From an optimization exercise on the open Yosys and OpenROAD flow, aimed at a short achievable clock period and few clock cycles; shortcuts taken in it are not production practice.
In this exercise RTL edits were held to simulation tests only and were not proved equivalent to the original.
Power figures rest on the tool's default switching activity, not on a simulated workload.

== main ==
Design datapath, start of the top module:
module datapath (
    input clk,
    input rst,
    input [31:0] data_in,
    input [31:0] inst_in,
    output [1:0] read_en,
    output [1:0] write_en,
    output [31:0] data_addr,
    output [31:0] inst_addr,
    output [31:0] data_out
);
For scale: about 7300 cells after synthesis, roughly 1500 flip-flops, about 170 I/O pins, roughly 0.086 mm² of cells after synthesis.
clock: 10.0 ns
lec_check: 0
abc_clock_period_in_ps: 3000
cap_margin: 20
core_margin: 2
core_utilization: 40
place_density: 0.6
setup_slack_margin: 5
slew_margin: 20
standard.sh (not shown) runs the stock make flow with config.mk's settings and CLKGATE_MAP_FILE= SYNTH_SCRIPT=/design/flow/synth_recipe.tcl, a recipe that flattens the netlist after the stock synthesis.
==> flow/flow/run.sh <==
#!/bin/bash
set -euo pipefail
MARGIN=7
sed -E "s/SETUP_SLACK_MARGIN=[0-9.]+/SETUP_SLACK_MARGIN=${MARGIN} MATCH_CELL_FOOTPRINT=0/" standard.sh > standard_margin.sh
grep -q "SETUP_SLACK_MARGIN=${MARGIN} MATCH_CELL_FOOTPRINT=0" standard_margin.sh
bash standard_margin.sh > make_finish.log 2>&1
Testbench counts of main, summed over its fixed seeds: cycles 96,728.
Input changes introduced in the feature branch (baseline for comparison: main):
--- a/flow/design.v
+++ b/flow/design.v
@@ -172,19 +172,19 @@
                          (d_f3 == 3'b010) ? 2'b11 : 2'b00;
     wire d_go = d_valid & ~stall & ~redirect;
     reg e_st, e_br, e_jalr, e_pred;
     reg [1:0] e_size;
     reg e_sign;
     reg [2:0] e_f3;
     reg e_sub, e_arith;
     reg e_sel_add, e_sel_sll, e_sel_slt, e_sel_sltu, e_sel_xor, e_sel_sr, e_sel_or, e_sel_and, e_sel_link;
     reg e_fa_e, e_fa_m, e_fb_e, e_fb_m, e_fs_e, e_fs_l, e_fs_m;
-    reg [31:0] e_a, e_b, e_bx, e_s, e_pc4, e_alt;
+    reg [31:0] e_a, e_b, e_s, e_pc4, e_alt;
     always @(posedge clk) begin
         if (rst | ~d_go) begin
             e_we <= 1'b0;
             e_ld <= 1'b0;
             e_st <= 1'b0;
             e_br <= 1'b0;
             e_jalr <= 1'b0;
         end else begin
             e_we <= d_we;
@@ -212,49 +212,46 @@
         e_fa_e <= d_a_reg & e_hit1;
         e_fa_m <= d_a_reg & ~e_hit1 & m_hit1;
         e_fb_e <= d_b_reg & e_hit2;
         e_fb_m <= d_b_reg & ~e_hit2 & m_hit2;
         e_fs_e <= d_s_reg & e_hit2 & ~e_ld;
         e_fs_l <= d_s_reg & e_hit2 & e_ld;
         e_fs_m <= d_s_reg & ~e_hit2 & m_hit2;
         e_a <= d_a;
         e_b <= d_b;
-        e_bx <= d_b ^ {32{d_sub}};
         e_s <= d_r2;
         e_pc4 <= d_pc4;
         e_alt <= d_alt;
     end
     reg [31:0] m_res;
     reg m_ld, m_sign;
     reg [1:0] m_rden, m_wren;
     wire [31:0] ld_ext;
     wire [31:0] a = e_fa_e ? m_res : e_fa_m ? w_data : e_a;
     wire [31:0] b = e_fb_e ? m_res : e_fb_m ? w_data : e_b;
     wire [31:0] s = e_fs_e ? m_res : e_fs_l ? ld_ext : e_fs_m ? w_data : e_s;
-    wire [31:0] subv = {32{e_sub}};
-    wire [31:0] bx = e_fb_e ? (m_res ^ subv) : e_fb_m ? (w_data ^ subv) : e_bx;
     wire [33:0] sum_x;
-    ks_add #(.W(34)) alu_add (.a({1'b0, a, e_sub}), .b({1'b0, bx, e_sub}), .s(sum_x));
+    ks_add #(.W(34)) alu_add (.a({1'b0, a, e_sub}), .b({1'b0, b ^ {32{e_sub}}, e_sub}), .s(sum_x));
     wire [32:0] sum = sum_x[33:1];
     wire ltu = ~sum[32];
     wire lt = (a[31] ^ b[31]) ? a[31] : sum[31];
     wire [31:0] sll = a << b[4:0];
     wire [32:0] sr33 = $signed({e_arith & a[31], a}) >>> b[4:0];
-    wire [31:0] e_other =
+    wire [31:0] e_result =
+        ({32{e_sel_add}} & sum[31:0]) |
         ({32{e_sel_sll}} & sll) |
         ({32{e_sel_slt}} & {31'd0, lt}) |
         ({32{e_sel_sltu}} & {31'd0, ltu}) |
         ({32{e_sel_xor}} & (a ^ b)) |
         ({32{e_sel_sr}} & sr33[31:0]) |
         ({32{e_sel_or}} & (a | b)) |
         ({32{e_sel_and}} & (a & b)) |
         ({32{e_sel_link}} & e_pc4);
-    wire [31:0] e_result = e_sel_add ? sum[31:0] : e_other;
     wire t_ee, t_em, t_er, t_me, t_mm, t_mr, t_re, t_rm, t_rr;
     br_cmp c_ee (.a(m_res),  .b(m_res),  .f3(e_f3), .taken(t_ee));
     br_cmp c_em (.a(m_res),  .b(w_data), .f3(e_f3), .taken(t_em));
     br_cmp c_er (.a(m_res),  .b(e_b),    .f3(e_f3), .taken(t_er));
     br_cmp c_me (.a(w_data), .b(m_res),  .f3(e_f3), .taken(t_me));
     br_cmp c_mm (.a(w_data), .b(w_data), .f3(e_f3), .taken(t_mm));
     br_cmp c_mr (.a(w_data), .b(e_b),    .f3(e_f3), .taken(t_mr));
     br_cmp c_re (.a(e_a),    .b(m_res),  .f3(e_f3), .taken(t_re));
     br_cmp c_rm (.a(e_a),    .b(w_data), .f3(e_f3), .taken(t_rm));
## What came out
From main to the feature branch the numbers moved as follows: count of cells along the worst register-to-register path now smaller, non-clock buffer count went down by 178. Comparing the feature branch and main, the lower worst setup margin was measured on main. Changes observed in the feature branch relative to main: worst supply voltage drop on vdd has decreased, finished layout cell area fell about 4%, routed wire length down 4.5%, tap cell instance count moved down, count of placed standard cells in the final layout, fillers left out fell by 358. Sequential fraction of total cell area (higher): the feature branch. Synthesized cell count: higher on main. Combinational share of power was higher in the run labelled main. [the feature branch vs main] total combinational power: lower in the feature branch. Total of fill cells in the finished design: the feature branch > main.
Testbench counts of the feature branch, summed over its fixed seeds: cycles 96,728.

-- separate check: timing with driven ports --
The results above use ideal ports. As a check the final layouts listed here were re-extracted and re-timed, cells and wires unchanged.
Step 1, drivers: a clkbuf_16 drives clk and a buf_2 each remaining input, both assumed.
Step 2, shift: input delay + t, output delay - t, t = (earliest + latest rising clock arrival at the registers) / 2. This alone moves slack from input paths to output paths.
Slacks: no drivers / after step 1 / after step 2; pairs: no drivers / after step 1.
run	t, ns	setup WS [ns]	worst setup path at the end	worst data-port slew with drivers (ns)
main	0.927	5.941 / 5.972 / 5.045	input to register	0.18
the feature branch	0.919	6.144 / 6.144 / 5.344	input to register	0.11
After both steps setup and hold are still met in every run listed. For main, which loses most, drivers alone change the setup slack by +0.031 ns; drivers and shift together by -0.896 ns.
